Source: an optimization exercise on an open RTL-to-GDS flow (aim: small area). Production flows keep margins and buffers that such runs may drop.
The RTL was checked by simulation tests, not by an equivalence proof against the original design.
Power and IR drop assume default switching activity.

File: flow/config.mk
export PLATFORM = sky130hd
export DESIGN_NAME = DIGITALCLOCK
export DESIGN_NICKNAME = DIGITALCLOCK
export VERILOG_FILES = /design/flow/design.v
export SDC_FILE = /design/flow/constraint.sdc
export NUM_CORES = 4
export LEC_CHECK = 0
export CAP_MARGIN = 20
export CORE_MARGIN = 2
export CORE_UTILIZATION = 40
export SLEW_MARGIN = 20
File: flow/constraint.sdc
create_clock -name core_clock -period 20.0 [get_ports {CLK}]
set_input_delay 4.0000 -clock core_clock [delete_from_list [all_inputs] [get_ports {CLK}]]
set_output_delay 4.0000 -clock core_clock [all_outputs]
set_load 0.01 [all_outputs]
File: flow/design.v
module SEG7( 
                    SEG,
                    IN
                    );
    input [3:0] IN;	
    output reg [6:0] SEG;
	always @(*) begin
        case (IN)
			4'b0000: SEG = 7'b1000000;  
			4'b0001: SEG = 7'b1111001;  
			4'b0010: SEG = 7'b0100100;  
			4'b0011: SEG = 7'b0110000;  
			4'b0100: SEG = 7'b0011001;  
			4'b0101: SEG = 7'b0010010;  
			4'b0110: SEG = 7'b0000010;  
			4'b0111: SEG = 7'b1111000;  
			4'b1000: SEG = 7'b0000000;  
			4'b1001: SEG = 7'b0010000;  
			4'b1010: SEG = 7'b0001000;  
			4'b1011: SEG = 7'b0000011;  
			4'b1100: SEG = 7'b1000110;  
			4'b1101: SEG = 7'b0100001;  
			4'b1110: SEG = 7'b0000110;  
			4'b1111: SEG = 7'b0001110;  
			default: SEG = 7'b1111111;  
        endcase
	end
endmodule
module TIME_SET(
    SSEC0, SSEC1, SMIN0, SMIN1, SHOUR0, SHOUR1, SDAY0, SDAY1,
    CLK, RSTN, SET, KEY3, KEY2, KEY1
);
   input CLK, RSTN, SET, KEY3, KEY2, KEY1; 
   output reg [3:0] SSEC0, SSEC1, SMIN0, SMIN1, SHOUR0, SHOUR1, SDAY0, SDAY1;
   reg [3:0] N_SSEC0, N_SSEC1, N_SMIN0, N_SMIN1, N_SHOUR0, N_SHOUR1, N_SDAY0, N_SDAY1;
   reg [2:0] KEY_CNT;
   reg [24:0] CLK_CNT;
   reg CLK_1;
   wire CLK_1_RISE;
	reg KEY3_SYNC0, KEY3_SYNC1, KEY2_SYNC0, KEY2_SYNC1, KEY1_SYNC0, KEY1_SYNC1;
	wire KEY3_STABLE, KEY2_STABLE, KEY1_STABLE;
   reg KEY3_PRESSED, KEY2_PRESSED, KEY1_PRESSED;
   always @(posedge CLK, negedge RSTN) begin
		if (!RSTN) begin
			CLK_CNT <= 25'd1;
         CLK_1 <= 1;
      end 
		else begin
            if (CLK_CNT == 25'd25) begin
                CLK_CNT <= 25'd1;
                CLK_1 <= ~CLK_1;  
            end 
			else CLK_CNT <= CLK_CNT + 1'b1;
        end
    end
    always @(posedge CLK, negedge RSTN) begin
        if (!RSTN) begin
            KEY3_SYNC0 <= 1'b0;
            KEY3_SYNC1 <= 1'b0;			
            KEY2_SYNC0 <= 1'b0;
            KEY2_SYNC1 <= 1'b0;
            KEY1_SYNC0 <= 1'b0;
            KEY1_SYNC1 <= 1'b0;
        end 
		else begin
            KEY3_SYNC0 <= KEY3;  
            KEY3_SYNC1 <= KEY3_SYNC0;			
            KEY2_SYNC0 <= KEY2;
            KEY2_SYNC1 <= KEY2_SYNC0;
            KEY1_SYNC0 <= KEY1;
            KEY1_SYNC1 <= KEY1_SYNC0;
        end
    end
    assign KEY3_STABLE = KEY3_SYNC1;
    assign KEY2_STABLE = KEY2_SYNC1;
    assign KEY1_STABLE = KEY1_SYNC1;
    assign CLK_1_RISE = (CLK_CNT == 25'd25) && !CLK_1;
    always @(posedge CLK, negedge RSTN) begin
        if (!RSTN) begin
            SSEC0 <= 0; SSEC1 <= 0;
            SMIN0 <= 0; SMIN1 <= 0;
            SHOUR0 <= 0; SHOUR1 <= 0;
            SDAY0 <= 1; SDAY1 <= 0;
            KEY_CNT <= 0;
            KEY3_PRESSED <= 0;
            KEY2_PRESSED <= 0;
            KEY1_PRESSED <= 0;
        end
		else if (!CLK_1_RISE) begin
		end
		else if (SET) begin
            if (KEY3_STABLE && !KEY3_PRESSED) begin
                if (KEY_CNT == 4) KEY_CNT <= 1;
                else KEY_CNT <= KEY_CNT + 1;
                KEY3_PRESSED <= 1;
            end 
				else if (!KEY3_STABLE) KEY3_PRESSED <= 0;
            else KEY3_PRESSED <= KEY3_PRESSED;
            case (KEY_CNT)
                1: begin  
                    if (KEY2_STABLE && !KEY2_PRESSED) begin
                        if ((SDAY1 == 3) && (SDAY0 == 1)) begin
                            SDAY1 <= 0;
                            SDAY0 <= 1;
                        end 
						else if (SDAY0 == 9) begin
                            SDAY1 <= SDAY1 + 1;
                            SDAY0 <= 0;
                        end 
						else begin
                            SDAY0 <= SDAY0 + 1;
                        end
                        KEY2_PRESSED <= 1;
                    end 
					else if (!KEY2_STABLE) begin
                        KEY2_PRESSED <= 0;
                    end 
					else begin
                        KEY2_PRESSED <= KEY2_PRESSED;
                    end
                    if (KEY1_STABLE && !KEY1_PRESSED) begin
                        if ((SDAY1 == 0) && (SDAY0 == 1)) begin
                            SDAY1 <= 3;
                            SDAY0 <= 1;
                        end 
						else if (SDAY0 == 0) begin
                            SDAY1 <= SDAY1 - 1;
                            SDAY0 <= 9;
                        end 
						else begin
                            SDAY0 <= SDAY0 - 1;
                        end
                        KEY1_PRESSED <= 1;
                    end 
					else if (!KEY1_STABLE) begin
                        KEY1_PRESSED <= 0;
                    end 
					else begin
                        KEY1_PRESSED <= KEY1_PRESSED;
                    end
                end
                2: begin  
                    if (KEY2_STABLE && !KEY2_PRESSED) begin
                        if ((SHOUR1 == 2) && (SHOUR0 == 3)) begin
                            SHOUR1 <= 0;
                            SHOUR0 <= 0;
                        end 
						else if (SHOUR0 == 9) begin
                            SHOUR1 <= SHOUR1 + 1;
                            SHOUR0 <= 0;
                        end 
						else begin
                            SHOUR0 <= SHOUR0 + 1;
                        end
                        KEY2_PRESSED <= 1;
                    end 
					else if (!KEY2_STABLE) begin
                        KEY2_PRESSED <= 0;
                    end 
					else begin
                        KEY2_PRESSED <= KEY2_PRESSED;
                    end
                    if (KEY1_STABLE && !KEY1_PRESSED) begin
                        if ((SHOUR1 == 0) && (SHOUR0 == 0)) begin
                            SHOUR1 <= 2;
                            SHOUR0 <= 3;
                        end 
						else if (SHOUR0 == 0) begin
                            SHOUR1 <= SHOUR1 - 1;
                            SHOUR0 <= 9;
                        end 
						else begin
                            SHOUR0 <= SHOUR0 - 1;
                        end
                        KEY1_PRESSED <= 1;
                    end 
					else if (!KEY1_STABLE) begin
                        KEY1_PRESSED <= 0;
                    end 
					else begin
                        KEY1_PRESSED <= KEY1_PRESSED;
                    end
                end
                3: begin  
                    if (KEY2_STABLE && !KEY2_PRESSED) begin
                        if ((SMIN1 == 5) && (SMIN0 == 9)) begin
                            SMIN1 <= 0;
                            SMIN0 <= 0;
                        end else if (SMIN0 == 9) begin
                            SMIN1 <= SMIN1 + 1;
                            SMIN0 <= 0;
                        end else begin
                            SMIN0 <= SMIN0 + 1;
                        end
                        KEY2_PRESSED <= 1;
                    end 
					else if (!KEY2_STABLE) begin
                        KEY2_PRESSED <= 0;
                    end 
					else begin
                        KEY2_PRESSED <= KEY2_PRESSED;
                    end
                    if (KEY1_STABLE && !KEY1_PRESSED) begin
                        if ((SMIN1 == 0) && (SMIN0 == 0)) begin
                            SMIN1 <= 5;
                            SMIN0 <= 9;
                        end 
						else if (SMIN0 == 0) begin
                            SMIN1 <= SMIN1 - 1;
                            SMIN0 <= 9;
                        end 
						else begin
                            SMIN0 <= SMIN0 - 1;
                        end
                        KEY1_PRESSED <= 1;
                    end 
					else if (!KEY1_STABLE) begin
                        KEY1_PRESSED <= 0;
                    end 
					else begin
                        KEY1_PRESSED <= KEY1_PRESSED;
                    end
                end
                4: begin  
                    if (KEY2_STABLE && !KEY2_PRESSED) begin
                        if ((SSEC1 == 5) && (SSEC0 == 9)) begin
                            SSEC1 <= 0;
                            SSEC0 <= 0;
                        end 
						else if (SSEC0 == 9) begin
                            SSEC1 <= SSEC1 + 1;
                            SSEC0 <= 0;
                        end 
						else begin
                            SSEC0 <= SSEC0 + 1;
                        end
                        KEY2_PRESSED <= 1;
                    end 
					else if (!KEY2_STABLE) begin
                        KEY2_PRESSED <= 0;
                    end 
					else begin
                        KEY2_PRESSED <= KEY2_PRESSED;
                    end
                    if (KEY1_STABLE && !KEY1_PRESSED) begin
                        if ((SSEC1 == 0) && (SSEC0 == 0)) begin
                            SSEC1 <= 5;
                            SSEC0 <= 9;
                        end 
						else if (SSEC0 == 0) begin
                            SSEC1 <= SSEC1 - 1;
                            SSEC0 <= 9;
                        end 
						else begin
                            SSEC0 <= SSEC0 - 1;
                        end
                        KEY1_PRESSED <= 1;
                    end 
					else if (!KEY1_STABLE) begin
                        KEY1_PRESSED <= 0;
                    end 
					else begin
                        KEY1_PRESSED <= KEY1_PRESSED;
                    end
                end
                default: begin
                    KEY2_PRESSED <= 0;	
                    KEY1_PRESSED <= 0;
							SSEC0 <= 0; SSEC1 <= 0;
							SMIN0 <= 0; SMIN1 <= 0;
							SHOUR0 <= 0; SHOUR1 <= 0;
							SDAY0 <= 2; SDAY1 <= 0;					  
                end
            endcase
        end 
		else begin
            SSEC0 <= 0; SSEC1 <= 0;
            SMIN0 <= 0; SMIN1 <= 0;
            SHOUR0 <= 0; SHOUR1 <= 0;
            SDAY0 <= 1; SDAY1 <= 0;
            KEY_CNT <= 0;
            KEY3_PRESSED <= 0;
            KEY2_PRESSED <= 0;
            KEY1_PRESSED <= 0;
        end
    end
endmodule
module DIGITALCLOCK( 
                    SEG0, SEG1, SEG2, SEG3, SEG4, SEG5, SEG6, SEG7,
                    CLK, RSTN, SET, KEY3, KEY2, KEY1
                    );
   input CLK, RSTN, SET, KEY3, KEY2, KEY1;
   output [6:0] SEG0, SEG1, SEG2, SEG3, SEG4, SEG5, SEG6, SEG7;
   reg [3:0] SEC0, SEC1, MIN0, MIN1, HOUR0, HOUR1, DAY0, DAY1;
   reg [3:0] NEXT_SEC0, NEXT_SEC1, NEXT_MIN0, NEXT_MIN1, NEXT_HOUR0, NEXT_HOUR1, NEXT_DAY0, NEXT_DAY1;
   reg [24:0]  CNT, NEXT_CNT;
	reg MODE, NEXT_MODE;
	wire [3:0] SSEC0, SSEC1, SMIN0, SMIN1, SHOUR0, SHOUR1, SDAY0, SDAY1;
	wire [3:0] OUT0, OUT1, OUT2, OUT3, OUT4, OUT5, OUT6, OUT7;
	TIME_SET TS (
      .SSEC0(SSEC0),
      .SSEC1(SSEC1),
      .SMIN0(SMIN0),
      .SMIN1(SMIN1),
      .SHOUR0(SHOUR0),
      .SHOUR1(SHOUR1),
      .SDAY0(SDAY0),
      .SDAY1(SDAY1),
      .CLK(CLK),
      .SET(SET),
      .RSTN(RSTN),
		.KEY3(KEY3),
	   .KEY2(KEY2),
		.KEY1(KEY1)
    );
    always @(posedge CLK, negedge RSTN) begin
		if(!RSTN) begin
			SEC0<=0; SEC1<=0;
			MIN0<=0; MIN1<=0;
			HOUR0<=0; HOUR1<=0;
			DAY0<=1; DAY1<=0;
			CNT<=1;
			MODE<=0;
		end
		else begin
			SEC0<=NEXT_SEC0; SEC1<=NEXT_SEC1;
			MIN0<=NEXT_MIN0; MIN1<=NEXT_MIN1;
			HOUR0<=NEXT_HOUR0; HOUR1<=NEXT_HOUR1;
			DAY0<=NEXT_DAY0; DAY1<=NEXT_DAY1;
			CNT<=NEXT_CNT;
			MODE<=NEXT_MODE;
		end
    end
	always @(*) begin
		NEXT_CNT=(CNT==25'd2500)? 25'd1:25'd1+CNT;
		if (CNT==25'd2500) begin
			if (SET==1) begin
				NEXT_MODE=1;
				NEXT_SEC0=SSEC0;
				NEXT_SEC1=SSEC1;
				NEXT_MIN0=SMIN0;
				NEXT_MIN1=SMIN1;
				NEXT_HOUR0=SHOUR0;
				NEXT_HOUR1=SHOUR1;
				NEXT_DAY0=SDAY0;
				NEXT_DAY1=SDAY1;
			end
			else begin
				NEXT_MODE=0;
				if ((SEC1==5)&&(SEC0==9)) begin
					if ((MIN1==5)&&(MIN0==9)) begin
						if((HOUR1==2)&&(HOUR0==3)) begin
							if((DAY1==3)&&(DAY0==1)) begin
								NEXT_DAY1=0;
								NEXT_DAY0=1;
								NEXT_HOUR1=0;
								NEXT_HOUR0=0;
								NEXT_MIN1=0;
								NEXT_MIN0=0;
								NEXT_SEC1=0;
								NEXT_SEC0=0;
							end
							else begin
								NEXT_HOUR1=0;
								NEXT_HOUR0=0;
								NEXT_MIN1=0;
								NEXT_MIN0=0;
								NEXT_SEC1=0;
								NEXT_SEC0=0;
								if(DAY0==9) begin
									NEXT_DAY1=DAY1+1;
									NEXT_DAY0=0;
								end
								else begin
									NEXT_DAY1=DAY1;
									NEXT_DAY0=DAY0+1;
								end
							end
						end
						else begin
							NEXT_DAY1=DAY1;
							NEXT_DAY0=DAY0;
							NEXT_MIN1=0;
							NEXT_MIN0=0;
							NEXT_SEC1=0;
							NEXT_SEC0=0;
							if(HOUR0==9) begin
								NEXT_HOUR1=HOUR1+1;
								NEXT_HOUR0=0;
							end
							else begin
								NEXT_HOUR1=HOUR1;
								NEXT_HOUR0=HOUR0+1;
							end
						end
					end
					else begin
						NEXT_DAY1=DAY1;
						NEXT_DAY0=DAY0;
						NEXT_HOUR1=HOUR1;
						NEXT_HOUR0=HOUR0;
						NEXT_SEC1=0;
						NEXT_SEC0=0;
						if(MIN0==9) begin
							NEXT_MIN1=MIN1+1;
							NEXT_MIN0=0;
						end
						else begin
							NEXT_MIN1=MIN1;
							NEXT_MIN0=MIN0+1;
						end
					end
				end
				else begin
					NEXT_DAY1=DAY1;
					NEXT_DAY0=DAY0;
					NEXT_HOUR1=HOUR1;
					NEXT_HOUR0=HOUR0;			
					NEXT_MIN1=MIN1;
					NEXT_MIN0=MIN0;
					if(SEC0==9) begin
						NEXT_SEC1=SEC1+1;
						NEXT_SEC0=0;
					end
					else begin
						NEXT_SEC1=SEC1;
						NEXT_SEC0=SEC0+1;
					end
				end
			end
		end
		else begin
			NEXT_SEC0=SEC0;
			NEXT_SEC1=SEC1;
			NEXT_MIN0=MIN0;
			NEXT_MIN1=MIN1;
			NEXT_HOUR0=HOUR0;
			NEXT_HOUR1=HOUR1;
			NEXT_DAY0=DAY0;
			NEXT_DAY1=DAY1;
			NEXT_MODE=MODE;
		end
	end
	assign OUT0 = (MODE)? SSEC0:SEC0;
	assign OUT1 = (MODE)? SSEC1:SEC1;
	assign OUT2 = (MODE)? SMIN0:MIN0;
	assign OUT3 = (MODE)? SMIN1:MIN1;
	assign OUT4 = (MODE)? SHOUR0:HOUR0;
	assign OUT5 = (MODE)? SHOUR1:HOUR1;
	assign OUT6 = (MODE)? SDAY0:DAY0;
	assign OUT7 = (MODE)? SDAY1:DAY1;
	SEG7 SEG_0(
		.IN(OUT0),
		.SEG(SEG0)
	);
	SEG7 SEG_1(
		.IN(OUT1),
		.SEG(SEG1)
	);
	SEG7 SEG_2(
		.IN(OUT2),
		.SEG(SEG2)
	);
	SEG7 SEG_3(
		.IN(OUT3),
		.SEG(SEG3)
	);
	SEG7 SEG_4(
		.IN(OUT4),
		.SEG(SEG4)
	);
	SEG7 SEG_5(
		.IN(OUT5),
		.SEG(SEG5)
	);
	SEG7 SEG_6(
		.IN(OUT6),
		.SEG(SEG6)
	);
	SEG7 SEG_7(
		.IN(OUT7),
		.SEG(SEG7)
	);
endmodule
File: flow/run.sh
#!/bin/bash
# synth_recipe.tcl (not shown) runs the flow's synth.tcl, then flattens the netlist and writes it again
# the make line also repeats each setting of config.mk as NAME=value (left out here)
make -C /OpenROAD-flow-scripts/flow DESIGN_CONFIG=/design/flow/config.mk WORK_HOME=/design/flow/orfs CLKGATE_MAP_FILE= SYNTH_SCRIPT=/design/flow/synth_recipe.tcl finish
==> run notes <==
[per-layer routing]
layer	vias to the layer above	GRT usage [%]
met5	-	0
met4	0	5.290
met3	24	2.997
met2	142	30.74
met1	4311	24.81
li1	4472	-
[placed cells by master (no fill, tap or decap), types with 18 or more instances in the layout]
| cell type | Yosys | routed |
|---|---|---|
| nor3_1 | 35 | 35 |
| mux2i_1 | 37 | 37 |
| xnor2_1 | 37 | 37 |
| mux2_2 | 26 | 26 |
| nor2_1 | 100 | 100 |
| o21ai_0 | 73 | 73 |
| nand3_1 | 41 | 41 |
| a21oi_1 | 58 | 58 |
| nand2_1 | 120 | 120 |
| o31ai_1 | 22 | 22 |
| inv_1 | 72 | 72 |
| clkdlybuf4s50_1 | 0 | 59 |
| nand4_1 | 18 | 18 |
| dfrtp_1 | 123 | 122 |
| ha_1 | 104 | 104 |
| o22ai_1 | 26 | 26 |
[power by group through the flow]
stage,Clock (uW),Combinational (uW),Sequential (uW)
3_5_place_dp,0,28.7,266
4_1_cts,333,28.8,262
2_1_floorplan,0,16.2,266
6_report,327,28.5,262
3_3_place_gp,0,28.6,266
5_1_grt,344,32.1,262
[worst max-delay path, stage by stage, from the launching register on]
cell             delay [ns]
dfrtp_2                0.35
buf_4                  0.56
mux2i_1                0.54
inv_1                  0.16
ha_1                   0.27
or3_1                  0.37
o21ai_0                0.07
clkdlybuf4s50_1        0.55
[layout make-up]
type | instances | area, um2 | share of cell area, %
clock buffers | 18 | 429.2 | 3.606
clock inverters | 14 | 178.9 | 1.503
inverters | 72 | 270.3 | 2.271
multi-input cells | 968 | 6749 | 56.71
flip-flops and latches | 128 | 3211 | 26.98
well taps | 335 | 419.2 | 3.522
repair buffers | 66 | 644.4 | 5.414
[kinds of logic (layout without fill, tap and decap cells)]
logic type,Yosys count,in the layout
AND/OR/NAND/NOR,446,446
AO/OA/AOI/OAI,301,301
flip-flops,128,128
buffers and inverters,127,170
adder cells (fa/ha/maj),104,104
multiplexers,72,72
XOR/XNOR,45,45
[how the worst min path moves through the flow]
stage                                    to
floorplan           TS.KEY1_SYNC1$_DFF_PN0_
global placement    TS.KEY3_SYNC1$_DFF_PN0_
detailed placement  TS.KEY3_SYNC1$_DFF_PN0_
CTS                 TS.KEY3_SYNC1$_DFF_PN0_
global route        TS.KEY3_SYNC1$_DFF_PN0_
finish              TS.KEY3_SYNC1$_DFF_PN0_
[metrics by stage]
| step | hold slack, ns | setup slack (ns) | area, um2 | utilization (%) |
|---|---|---|---|---|
| floorplan | 0.3312 | 13.59 | 10440 | - |
| global placement | 0.3525 | 13.21 | 11290 | 43.71 |
| detailed placement | 0.3457 | 13.15 | 11290 | 43.71 |
| CTS | 0.3604 | 12.67 | 11900 | 46.06 |
| global route | 0.3697 | 12.49 | 11900 | 46.06 |
| finish | 0.3602 | 12.69 | 11900 | 46.06 |
==> summary.txt <==
Status
  – Status: complete, no violations

Clock network
  – Number of setup buffers added after CTS: 0
  – PostCTS Resize Cnt: 0
  – CTS tree: yes
  – H-tree depth: 4
  – Root Driver: clkbuf_16
  – CTS buffer count: 17
  – Worst-Skew Late Latency: 0.43 ns
  – Hold-fix buffers at CTS: 0
  – Clock sink count: 128
  – Clock-pin slew on the worst setup and hold paths: 0.06 ns
  – Longest Clk Path Bufs: 2

Critical path
  – Crit-path max FO: 48
  – Worst Setup End Kind: primary output
  – Setup crit start kind: register
  – FF-to-FF End: TS.SSEC0[2]$_DFFE_PN0P_
  – Worst Setup Path Type: reg2out
  – Critical R2R Launch: TS.CLK_CNT[2]$_DFF_PN0_
  – Worst R2R Setup Slack: 17.09 ns
  – CP required: 16.00 ns
  – Crit path capture: SEG6[2]
  – CP Data Arrival Time: 3.31 ns
  – Reg2Reg Depth: 5
  – Critical path origin: MODE$_DFFE_PN0N_

Synth
  – Syn Std Cell Area: 10440 um2
  – Leading area contributor after synthesis: dfrtp_1
  – Top_reg_cell synth: dfrtp_1
  – Most frequent cells after synthesis: 123 x dfrtp_1, 120 x nand2_1, 104 x ha_1, 100 x nor2_1, 73 x o21ai_0
  – Ys async rst share: 100.0%
  – Synth cell types: 80
  – Ys Warns: 3
  – Synth Area in XOR/XNOR: 3.775%
  – Post-synthesis mux area share: 7.897%
  – Synthesized instance count: 1223
  – Most common cell in the netlist: dfrtp_1
  – Post-Synth Adder-Cell Area: 12.46%
  – Syn Nets: 1333
  – Syn_area_per_cell: 8.537 um2
  – #FFs+latches synth: 128
  – Post-synthesis simple-gate area fraction: 21.92%
  – Largest cells by area after synthesis: dfrtp_1 29%, ha_1 12%, nand2_1 4.3%
  – Share of the synthesized area in the top cell type: 29.48%
  – Post-synth EDFFs: 0
  – Synth Area in Compound Gates: 18.59%
  – Post-synthesis sequential area ratio: 30.74%
  – Largest family of logic cells by synthesized area: simple AND/OR/NAND/NOR gates

Route
  – Met3 wire len: 858 um
  – Antenna Violating Nets Remaining: 0
  – Highest Signal Layer: met4
  – M1 WL: 11.86 mm
  – Drt drc: 0
  – Via count: 8949
  – Wirelength per Cell: 15.38 um
  – Post-Route WL: 24.62 mm
  – 1st-pass router iterations: 5
  – 1st-iter DRT viols: 645
  – Wire length on met2: 11.49 mm
  – Vias per inst: 5.590

STA
  – Worst slew margin: 38.14%
  – RSZ-0062 raised after global routing: false
  – Hold violation count in the final report: 0
  – Tcrit/Tclk final: 36.57%
  – Post-route setup TNS: 0 ns
  – Final setup vio count: 0
  – Fmax: 136.7 MHz
  – Slew @ Worst Pin: 0.9279 ns
  – Clock period minus worst slack: 7.313 ns
  – Final Skew: 0.01298 ns
  – Final count of pins violating max slew: 0

GRT
  – First-pass GRT wire length: 41.25 mm
  – Initial antenna violation count: 0
  – Vias in the first global route: 8408
  – Grt ovf: 0
  – Largest net degree at the start of global routing: 76
  – Total track usage: 18.48%

Power
  – Internal Pwr Total: 467.5 uW
  – Flop pwr share: 42.4%
  – Pwr/cell area: 51.89 nW/um2
  – P_sw: 150.0 uW
  – Switching share of total power: 24.29%
  – Leakage: 0.005014 uW
  – Total power: 617.6 uW
  – Combinational Power Share: 4.6%
  – Clock share of power: 53.0%
  – Maximum vdd drop: 43.45 uV

Floorplan
  – Die area: 27410 um2
  – Row count: 59
  – # IOs: 62
  – Core Area: 25840 um2
  – Die H: 165.6 um
  – Initial core utilization: 40.41%
  – Die X: 165.6 um

Worst hold path
  – Hold depth: 0
  – Worst min path class: reg2reg
  – Min-delay src: TS.KEY3_SYNC0$_DFF_PN0_

Finish
  – Layout area overhead: 13.98%
  – Non-Filler Instances: 1601
  – Share of layout cells above drive strength 1: 7.109%
  – # nets final: 1363
  – Top flop regs: CNT x25, TS.CLK_CNT x25
  – Fillers: 2489
  – Antenna cell count: 0

Place
  – Placed cell count: 1569
  – Post-DP HPWL: 17.32 mm
  – Port bufs: 61
  – Gpl congestion: 0.8521

Job
  – Max-cap violations: 0

==> re-timing with driven ports <==
How much do the figures lean on ideal ports? The routed layout below was timed once more, with nothing changed but the port constraints.
Step 1 assumes that a clkbuf_16 drives the clock port and a buf_2 every other input.
Step 2 adds t to the input delays and takes it off the output delays; t is the mean of the earliest and latest rising clock arrival at the registers after step 1. Input paths then give back, and output paths get back, about the clock's delay inside the block.
Three values: ideal ports, drivers, drivers and shift; two values: the first two.
t, ns: 0.474
setup slack, ns: 12.686 / 12.639 / 13.113
worst hold slack (ns): 0.360 / 0.360 / 0.360
clock arrival spread, ns: 0.013 / 0.013
worst register clock-pin slew, ns: 0.07 / 0.07
After both steps setup and hold are still met in this run. For this run, drivers alone change the setup slack by -0.047 ns; drivers and shift together by +0.427 ns.
